From an optimization exercise on the open Yosys and OpenROAD flow, aimed at small area, a short achievable clock period and few clock cycles per item; shortcuts taken in it are not production practice. Where RTL was checked, it was by simulation tests only, not by an equivalence proof against the original. Power figures rest on the tool's default switching activity, not on a simulated workload.

== main ==
==> flow/design.v <==
module magma_enc(
    input  clk,
    input  rst,
    input  start,
    input  [255:0] key,
    input  [63:0] block_in,
    output ready,
    output reg valid,
    output [31:0] data,
    output [31:0] data_out
);
localparam [511:0] SB0 = 512'h1f307d8e9b5a264cf0db74e1c5a93286069c471edaf2853bb9e35a076f4d128cc24be390d618a5f70e34187bac296fd573ad0b4fc19652e82bc96af43850de71;
localparam [511:0] SB1 = 512'hc1f307d8e9b5a2646f0db74e1c5a9328b069c471edaf2853cb9e35a076f4d1287c24be390d618a5f50e34187bac296fd873ad0b4fc19652e12bc96af43850de7;
localparam [511:0] SB4 = 512'h264c1f307d8e9b5a3286f0db74e1c5a9853b069c471edaf2128cb9e35a076f4da5f7c24be390d6186fd50e34187bac2952e873ad0b4fc196de712bc96af43850;
localparam [511:0] SB5 = 512'ha264c1f307d8e9b593286f0db74e1c5a2853b069c471edafd128cb9e35a076f48a5f7c24be390d6196fd50e34187bac2652e873ad0b4fc190de712bc96af4385;
reg [31:0] kr0, kr1, kr2, kr3, kr4, kr5, kr6, kr7;
reg [31:0] rk;
reg [31:0] a1, a0;
reg [4:0]  cnt;
reg        busy;
assign ready = !busy;
assign data_out = a0;
assign data     = a1;
wire [7:0]  gen, prop;
wire [31:0] t0, t1;
genvar n;
generate
    for (n = 0; n < 8; n = n + 1) begin : nib
        wire [3:0] x = a0[4*n+3:4*n];
        wire [3:0] k = rk[4*n+3:4*n];
        wire [3:0] gg = x & k;
        wire [3:0] tt = x | k;
        wire [3:0] pp = x ^ k;
        wire [3:0] v;
        assign v[0] = pp[0];
        assign v[1] = pp[1] ^ gg[0];
        assign v[2] = pp[2];
        assign v[3] = pp[3] ^ gg[2];
        wire lc = gg[1] | tt[1] & x[0] & k[0];
        assign gen[n]  = gg[3] | tt[3] & gg[2] | tt[3] & tt[2] & gg[1] | tt[3] & tt[2] & tt[1] & gg[0];
        assign prop[n] = gg[3] | tt[3] & gg[2] | tt[3] & tt[2] & gg[1] | tt[3] & tt[2] & tt[1] & tt[0];
        wire [63:0] r0 = SB0[64*(7-n) +: 64];
        wire [63:0] r1 = SB1[64*(7-n) +: 64];
        wire [63:0] r4 = SB4[64*(7-n) +: 64];
        wire [63:0] r5 = SB5[64*(7-n) +: 64];
        assign t0[4*n+3:4*n] = lc ? r4[4*v +: 4] : r0[4*v +: 4];
        assign t1[4*n+3:4*n] = lc ? r5[4*v +: 4] : r1[4*v +: 4];
    end
endgenerate
wire [7:0] cin;
assign cin[0] = 1'b0;
generate
    for (n = 1; n < 8; n = n + 1) begin : cy
        wire [n-1:0] term;
        genvar j;
        for (j = 0; j < n; j = j + 1) begin : tm
            if (j == n - 1) begin : last
                assign term[j] = gen[j];
            end else begin : mid
                assign term[j] = gen[j] & (&prop[n-1:j+1]);
            end
        end
        assign cin[n] = |term;
    end
endgenerate
wire [31:0] a1r = {a1[10:0], a1[31:11]};
wire [31:0] blr = {block_in[10:0], block_in[31:11]};
wire [31:0] v0 = busy ? (a1r ^ t0) : blr;
wire [31:0] v1 = busy ? (a1r ^ t1) : blr;
wire [31:0] sbx;
generate
    for (n = 0; n < 8; n = n + 1) begin : sel
        assign sbx[4*n+3:4*n] = cin[n] ? v1[4*n+3:4*n] : v0[4*n+3:4*n];
    end
endgenerate
wire [31:0] a0_next = {sbx[20:0], sbx[31:21]};
wire [4:0] cnt_n = busy ? cnt + 5'd1 : 5'd0;
reg  [4:0] rksel;
always @(posedge clk) begin
    rksel[4] <= cnt_n < 5'd23;
    rksel[3] <= cnt_n >= 5'd23 && cnt_n[1:0] == 2'd3;    
    rksel[2] <= cnt_n >= 5'd23 && cnt_n[1:0] == 2'd0;    
    rksel[1] <= cnt_n >= 5'd23 && cnt_n[1:0] == 2'd1;    
    rksel[0] <= cnt_n >= 5'd23 && cnt_n[1:0] == 2'd2;    
end
wire [31:0] rk_next = kr1 & {32{rksel[4]}} | kr0 & {32{rksel[3]}} | kr6 & {32{rksel[2]}}
                    | kr4 & {32{rksel[1]}} | kr2 & {32{rksel[0]}};
always @(posedge clk) begin
    if (!busy) begin
        kr0 <= key[255:224];
        kr1 <= key[223:192];
        kr2 <= key[191:160];
        kr3 <= key[159:128];
        kr4 <= key[127:96];
        kr5 <= key[95:64];
        kr6 <= key[63:32];
        kr7 <= key[31:0];
        rk  <= key[255:224];
        a1  <= block_in[63:32];
        cnt <= 5'd0;
    end else begin
        kr0 <= kr1;
        kr1 <= kr2;
        kr2 <= kr3;
        kr3 <= kr4;
        kr4 <= kr5;
        kr5 <= kr6;
        kr6 <= kr7;
        kr7 <= kr0;
        rk  <= rk_next;
        a1  <= a0;
        cnt <= cnt + 5'd1;
    end
end
always @(posedge clk) begin
    a0 <= a0_next;
end
always @(posedge clk) begin
    if (rst) begin
        busy  <= 1'b0;
        valid <= 1'b0;
    end else begin
        valid <= busy && (cnt == 5'd31);
        if (!busy)
            busy <= start;
        else if (cnt == 5'd31)
            busy <= 1'b0;
    end
end
endmodule
clock: 6.0 ns
lec_check: 0
abc_area: 1
cap_margin: 20
core_margin: 2
core_utilization: 55
cts_cluster_diameter: 100
cts_cluster_size: 24
place_density: 0.7
setup_slack_margin: 3.65
slew_margin: 20
standard.sh (not shown) runs the stock make flow with config.mk's settings and CLKGATE_MAP_FILE= SYNTH_SCRIPT=/design/flow/synth_recipe.tcl, a recipe that flattens the netlist after the stock synthesis.
==> flow/flow/run.sh <==
#!/bin/bash
cp standard.sh standard_sh.txt
export BUFFER_PORTS_ARGS="-buffer_cell sky130_fd_sc_hd__buf_1"
bash standard.sh > standard.log 2>&1
Relative to main, the following input files were edited for the feature branch:
--- a/flow/design.v
+++ b/flow/design.v
@@ -12,6 +12,4 @@
 localparam [511:0] SB0 = 512'h1f307d8e9b5a264cf0db74e1c5a93286069c471edaf2853bb9e35a076f4d128cc24be390d618a5f70e34187bac296fd573ad0b4fc19652e82bc96af43850de71;
 localparam [511:0] SB1 = 512'hc1f307d8e9b5a2646f0db74e1c5a9328b069c471edaf2853cb9e35a076f4d1287c24be390d618a5f50e34187bac296fd873ad0b4fc19652e12bc96af43850de7;
-localparam [511:0] SB4 = 512'h264c1f307d8e9b5a3286f0db74e1c5a9853b069c471edaf2128cb9e35a076f4da5f7c24be390d6186fd50e34187bac2952e873ad0b4fc196de712bc96af43850;
-localparam [511:0] SB5 = 512'ha264c1f307d8e9b593286f0db74e1c5a2853b069c471edafd128cb9e35a076f48a5f7c24be390d6196fd50e34187bac2652e873ad0b4fc190de712bc96af4385;
 reg [31:0] kr0, kr1, kr2, kr3, kr4, kr5, kr6, kr7;
 reg [31:0] rk;
@@ -32,18 +30,15 @@
         wire [3:0] tt = x | k;
         wire [3:0] pp = x ^ k;
-        wire [3:0] v;
-        assign v[0] = pp[0];
-        assign v[1] = pp[1] ^ gg[0];
-        assign v[2] = pp[2];
-        assign v[3] = pp[3] ^ gg[2];
-        wire lc = gg[1] | tt[1] & x[0] & k[0];
+        wire [3:0] s;
+        assign s[0]  = pp[0];
+        assign s[1]  = pp[1] ^ gg[0];
+        assign s[2]  = pp[2] ^ (gg[1] | tt[1] & x[0] & k[0]);
+        assign s[3]  = pp[3] ^ (gg[2] | tt[2] & x[1] & k[1] | tt[2] & tt[1] & x[0] & k[0]);
         assign gen[n]  = gg[3] | tt[3] & gg[2] | tt[3] & tt[2] & gg[1] | tt[3] & tt[2] & tt[1] & gg[0];
         assign prop[n] = gg[3] | tt[3] & gg[2] | tt[3] & tt[2] & gg[1] | tt[3] & tt[2] & tt[1] & tt[0];
-        wire [63:0] r0 = SB0[64*(7-n) +: 64];
-        wire [63:0] r1 = SB1[64*(7-n) +: 64];
-        wire [63:0] r4 = SB4[64*(7-n) +: 64];
-        wire [63:0] r5 = SB5[64*(7-n) +: 64];
-        assign t0[4*n+3:4*n] = lc ? r4[4*v +: 4] : r0[4*v +: 4];
-        assign t1[4*n+3:4*n] = lc ? r5[4*v +: 4] : r1[4*v +: 4];
+        wire [63:0] row  = SB0[64*(7-n) +: 64];
+        wire [63:0] row1 = SB1[64*(7-n) +: 64];
+        assign t0[4*n+3:4*n] = row[4*s +: 4];
+        assign t1[4*n+3:4*n] = row1[4*s +: 4];
     end
 endgenerate
@@ -75,15 +70,16 @@
 endgenerate
 wire [31:0] a0_next = {sbx[20:0], sbx[31:21]};
-wire [4:0] cnt_n = busy ? cnt + 5'd1 : 5'd0;
-reg  [4:0] rksel;
-always @(posedge clk) begin
-    rksel[4] <= cnt_n < 5'd23;
-    rksel[3] <= cnt_n >= 5'd23 && cnt_n[1:0] == 2'd3;    
-    rksel[2] <= cnt_n >= 5'd23 && cnt_n[1:0] == 2'd0;    
-    rksel[1] <= cnt_n >= 5'd23 && cnt_n[1:0] == 2'd1;    
-    rksel[0] <= cnt_n >= 5'd23 && cnt_n[1:0] == 2'd2;    
+reg [31:0] rk_next;
+always @(*) begin
+    if (cnt < 5'd23)
+        rk_next = kr1;
+    else
+        case (cnt[1:0])
+            2'd3: rk_next = kr0;    
+            2'd0: rk_next = kr6;    
+            2'd1: rk_next = kr4;    
+            default: rk_next = kr2;  
+        endcase
 end
-wire [31:0] rk_next = kr1 & {32{rksel[4]}} | kr0 & {32{rksel[3]}} | kr6 & {32{rksel[2]}}
-                    | kr4 & {32{rksel[1]}} | kr2 & {32{rksel[0]}};
 always @(posedge clk) begin
     if (!busy) begin
### Flow results
The feature branch completed every stage of the flow, and the final layout passed the timing, design-rule and antenna checks.
The feature branch vs main — layout clock buffer count dropped by a little under 10%
Share of synthesized area occupied by flip-flops and latches: the feature branch vs main up 1.7 points
Compared with main, the feature branch shows largest net degree at the start of global routing lower by 31.
Compared with main, in the feature branch sequential share of layout area +1.3 points, count of non-CTS inverters in the layout -192, power -6.8%.
Relative to main, the total of plain and repair buffers excluding clock buffers measured on the feature branch has decreased slightly.
Summary: with main as the reference, post-synthesis instance total in the feature branch moved down by a few percent.
The feature branch — hold slack 0.012 ns higher, main as reference
The wire length in the feature branch is 0.910 times that in main.
Going from main to the feature branch, number of buffers added by the clock tree synthesis step shrinks by 1.
Distinct cell type count of the synthesized netlist, main and the feature branch, lower one = the feature branch.
Testbench counts of the feature branch, summed over its fixed seeds: cycles 25,344, items 768.
Function not checked in main: the RTL went through the layout flow alone.


RTL: the design.v shown in full above, as it stands there.
Settings: LEC_CHECK=0, ABC_AREA=1, CAP_MARGIN=20, CORE_MARGIN=2, CORE_UTILIZATION=55, CTS_CLUSTER_DIAMETER=100, CTS_CLUSTER_SIZE=24, PLACE_DENSITY=0.7, SETUP_SLACK_MARGIN=3.8, SLEW_MARGIN=20; clock period 6.0 ns.
Scripts as last shown in full above: flow/flow/run.sh
The starting point finished clean.
Rerun with:
--- a/flow/design.v
+++ b/flow/design.v
@@ -75,15 +75,16 @@
 endgenerate
 wire [31:0] a0_next = {sbx[20:0], sbx[31:21]};
-wire [4:0] cnt_n = busy ? cnt + 5'd1 : 5'd0;
-reg  [4:0] rksel;
-always @(posedge clk) begin
-    rksel[4] <= cnt_n < 5'd23;
-    rksel[3] <= cnt_n >= 5'd23 && cnt_n[1:0] == 2'd3;    
-    rksel[2] <= cnt_n >= 5'd23 && cnt_n[1:0] == 2'd0;    
-    rksel[1] <= cnt_n >= 5'd23 && cnt_n[1:0] == 2'd1;    
-    rksel[0] <= cnt_n >= 5'd23 && cnt_n[1:0] == 2'd2;    
+reg [31:0] rk_next;
+always @(*) begin
+    if (cnt < 5'd23)
+        rk_next = kr1;
+    else
+        case (cnt[1:0])
+            2'd3: rk_next = kr0;    
+            2'd0: rk_next = kr6;    
+            2'd1: rk_next = kr4;    
+            default: rk_next = kr2;  
+        endcase
 end
-wire [31:0] rk_next = kr1 & {32{rksel[4]}} | kr0 & {32{rksel[3]}} | kr6 & {32{rksel[2]}}
-                    | kr4 & {32{rksel[1]}} | kr2 & {32{rksel[0]}};
 always @(posedge clk) begin
     if (!busy) begin
Non-clock buffer count is higher by 11.
Power grows by about 0.9%.
Hold slack gets worse by 0.0047 ns.
Wire length came out higher by about 1.5%.
Combinational power climbs by about 2%.
Utilization is higher by 0.18 points.
Worst setup slack is better by 0.060 ns.
Clock skew falls by 0.012 ns.
First-iteration DRC count goes up by 15%.
Design area stays flat.
No functional check of the RTL was part of any run of this note.


v6:
magma_enc, a different RTL version from the one above (not shown whole).
For scale: roughly 2700 cells after synthesis, roughly 360 flip-flops, roughly 18000 µm² of cells after synthesis.
==> module magma_enc, before the edit <==
module magma_enc(
    input  clk,
    input  rst,
    input  start,
    input  [255:0] key,
    input  [63:0] block_in,
    output ready,
    output reg valid,
    output [31:0] data,
    output [31:0] data_out
);
localparam [511:0] SB0 = 512'h1f307d8e9b5a264cf0db74e1c5a93286069c471edaf2853bb9e35a076f4d128cc24be390d618a5f70e34187bac296fd573ad0b4fc19652e82bc96af43850de71;
localparam [511:0] SB1 = 512'hc1f307d8e9b5a2646f0db74e1c5a9328b069c471edaf2853cb9e35a076f4d1287c24be390d618a5f50e34187bac296fd873ad0b4fc19652e12bc96af43850de7;
reg [31:0] kr0, kr1, kr2, kr3, kr4, kr5, kr6, kr7;
reg [31:0] rk;
reg [31:0] a1, a0;
reg [4:0]  cnt;
reg        busy;
assign ready = !busy;
assign data_out = a0;
assign data     = a1;
wire [7:0]  gen, prop;
wire [31:0] t0, t1;
genvar n;
generate
    for (n = 0; n < 8; n = n + 1) begin : nib
        wire [3:0] x = a0[4*n+3:4*n];
        wire [3:0] k = rk[4*n+3:4*n];
        wire [3:0] gg = x & k;
        wire [3:0] tt = x | k;
        wire [3:0] pp = x ^ k;
        wire [3:0] s = x + k;
        assign gen[n]  = gg[3] | tt[3] & gg[2] | tt[3] & tt[2] & gg[1] | tt[3] & tt[2] & tt[1] & gg[0];
        assign prop[n] = gg[3] | tt[3] & gg[2] | tt[3] & tt[2] & gg[1] | tt[3] & tt[2] & tt[1] & tt[0];
        wire [63:0] row  = SB0[64*(7-n) +: 64];
        wire [63:0] row1 = SB1[64*(7-n) +: 64];
        assign t0[4*n+3:4*n] = row[4*s +: 4];
        assign t1[4*n+3:4*n] = row1[4*s +: 4];
    end
endgenerate
wire [7:0] cin;
assign cin[0] = 1'b0;
generate
    for (n = 1; n < 8; n = n + 1) begin : cy
        wire [n-1:0] term;
        genvar j;
        for (j = 0; j < n; j = j + 1) begin : tm
            if (j == n - 1) begin : last
                assign term[j] = gen[j];
            end else begin : mid
                assign term[j] = gen[j] & (&prop[n-1:j+1]);
            end
        end
        assign cin[n] = |term;
    end
endgenerate
wire [31:0] a1r = {a1[10:0], a1[31:11]};
wire [31:0] blr = {block_in[10:0], block_in[31:11]};
wire [31:0] v0 = busy ? (a1r ^ t0) : blr;
wire [31:0] v1 = busy ? (a1r ^ t1) : blr;
wire [31:0] sbx;
generate
    for (n = 0; n < 8; n = n + 1) begin : sel
        assign sbx[4*n+3:4*n] = cin[n] ? v1[4*n+3:4*n] : v0[4*n+3:4*n];
    end
endgenerate
wire [31:0] a0_next = {sbx[20:0], sbx[31:21]};
reg [31:0] rk_next;
always @(*) begin
    if (cnt < 5'd23)
        rk_next = kr1;
    else
        case (cnt[1:0])
            2'd3: rk_next = kr0;    
            2'd0: rk_next = kr6;    
            2'd1: rk_next = kr4;    
            default: rk_next = kr2;  
        endcase
end
always @(posedge clk) begin
    if (!busy) begin
        kr0 <= key[255:224];
        kr1 <= key[223:192];
        kr2 <= key[191:160];
        kr3 <= key[159:128];
        kr4 <= key[127:96];
        kr5 <= key[95:64];
        kr6 <= key[63:32];
        kr7 <= key[31:0];
        rk  <= key[255:224];
        a1  <= block_in[63:32];
        cnt <= 5'd0;
    end else begin
        kr0 <= kr1;
        kr1 <= kr2;
        kr2 <= kr3;
        kr3 <= kr4;
        kr4 <= kr5;
        kr5 <= kr6;
        kr6 <= kr7;
        kr7 <= kr0;
        rk  <= rk_next;
        a1  <= a0;
        cnt <= cnt + 5'd1;
    end
end
always @(posedge clk) begin
    a0 <= a0_next;
end
always @(posedge clk) begin
    if (rst) begin
        busy  <= 1'b0;
        valid <= 1'b0;
    end else begin
        valid <= busy && (cnt == 5'd31);
        if (!busy)
            busy <= start;
        else if (cnt == 5'd31)
            busy <= 1'b0;
    end
end
endmodule
==> flow/config.mk <==
export PLATFORM = sky130hd
export DESIGN_NAME = magma_enc
export DESIGN_NICKNAME = magma_enc
export VERILOG_FILES = /design/flow/design.v
export SDC_FILE = /design/flow/constraint.sdc
export NUM_CORES = 4
export LEC_CHECK = 0
export ABC_AREA = 1
export CAP_MARGIN = 20
export CORE_MARGIN = 2
export CORE_UTILIZATION = 55
export CTS_CLUSTER_DIAMETER = 100
export CTS_CLUSTER_SIZE = 24
export PLACE_DENSITY = 0.7
export SETUP_SLACK_MARGIN = 3.65
export SLEW_MARGIN = 20
==> flow/constraint.sdc <==
create_clock -name core_clock -period 6.0 [get_ports {clk}]
set_input_delay 1.2000 -clock core_clock [delete_from_list [all_inputs] [get_ports {clk}]]
set_output_delay 1.2000 -clock core_clock [all_outputs]
set_load 0.01 [all_outputs]
Scripts as last shown in full above: flow/flow/run.sh
Changes in v7 relative to v6:
--- a/flow/design.v
+++ b/flow/design.v
@@ -28,9 +28,13 @@
         wire [3:0] k = rk[4*n+3:4*n];
         wire [3:0] gg = x & k;
         wire [3:0] tt = x | k;
         wire [3:0] pp = x ^ k;
-        wire [3:0] s = x + k;
+        wire [3:0] s;
+        assign s[0]  = pp[0];
+        assign s[1]  = pp[1] ^ gg[0];
+        assign s[2]  = pp[2] ^ (gg[1] | tt[1] & x[0] & k[0]);
+        assign s[3]  = pp[3] ^ (gg[2] | tt[2] & x[1] & k[1] | tt[2] & tt[1] & x[0] & k[0]);
         assign gen[n]  = gg[3] | tt[3] & gg[2] | tt[3] & tt[2] & gg[1] | tt[3] & tt[2] & tt[1] & gg[0];
         assign prop[n] = gg[3] | tt[3] & gg[2] | tt[3] & tt[2] & gg[1] | tt[3] & tt[2] & tt[1] & tt[0];
         wire [63:0] row  = SB0[64*(7-n) +: 64];
         wire [63:0] row1 = SB1[64*(7-n) +: 64];
@@ -55,14 +59,14 @@
     end
 endgenerate
 wire [31:0] a1r = {a1[10:0], a1[31:11]};
 wire [31:0] blr = {block_in[10:0], block_in[31:11]};
-wire [31:0] v0 = busy ? (a1r ^ t0) : blr;
-wire [31:0] v1 = busy ? (a1r ^ t1) : blr;
+wire [31:0] v0 = a1r ^ t0;
+wire [31:0] v1 = a1r ^ t1;
 wire [31:0] sbx;
 generate
     for (n = 0; n < 8; n = n + 1) begin : sel
-        assign sbx[4*n+3:4*n] = cin[n] ? v1[4*n+3:4*n] : v0[4*n+3:4*n];
+        assign sbx[4*n+3:4*n] = !busy ? blr[4*n+3:4*n] : cin[n] ? v1[4*n+3:4*n] : v0[4*n+3:4*n];
     end
 endgenerate
 wire [31:0] a0_next = {sbx[20:0], sbx[31:21]};
 reg [31:0] rk_next;
==> run summary <==
v7: number of buffers inserted to repair setup after CTS is 5 higher than what v6 reported.
As of v7, placeable core region had risen slightly compared to v6.
For fraction of area in multi-input gates, v7 and v6 come out practically identical.
Of v7 and v6, the higher count of cell instances traversed by the critical path belongs to v6.
Core utilization for v7 is higher than for v6.
The final reports for v7 and v6 show cell area after technology mapping higher in the former.
Looking at non-clock buffer count across v7 and v6, the one that comes out higher is v7.
Row logic depth of the worst register-to-register path: v7 lower / v6 higher
Testbench counts of v7, summed over its fixed seeds: cycles 25,344, items 768.
Only the layout flow was run in v6; the RTL was not checked for function there.

## static timing again, ports no longer ideal
The flow's constraints put no driver on any port. The routed layouts listed below were extracted and timed again, unchanged, in two steps.
Step 1 assumes that a clkbuf_16 drives the clock port and a buf_2 every other input.
Step 2 times the ports against the registers' clock, not the clock port: input delays grow and output delays shrink by t, the midpoint of the rising clock arrivals with the driver on.
Slacks: no drivers / after step 1 / after step 2; pairs: no drivers / after step 1.
| run | t (ns) | slack for setup (ns) | worst setup path after step 2 |
|---|---|---|---|
| main | 0.607 | 3.610 / 3.556 / 3.778 | register to register |
| the feature branch | 0.577 | 3.638 / 3.584 / 3.735 | register to register |
| the first run of note 2 | 0.609 | 3.626 / 3.572 / 3.677 | input to register |
| the second run of note 2 | 0.581 | 3.686 / 3.629 / 3.781 | register to register |
| v6 | 0.579 | 3.533 / 3.480 / 3.747 | register to register |
| v7 | 0.576 | 3.671 / 3.621 / 3.768 | register to register |
After both steps setup and hold are still met in every run listed.
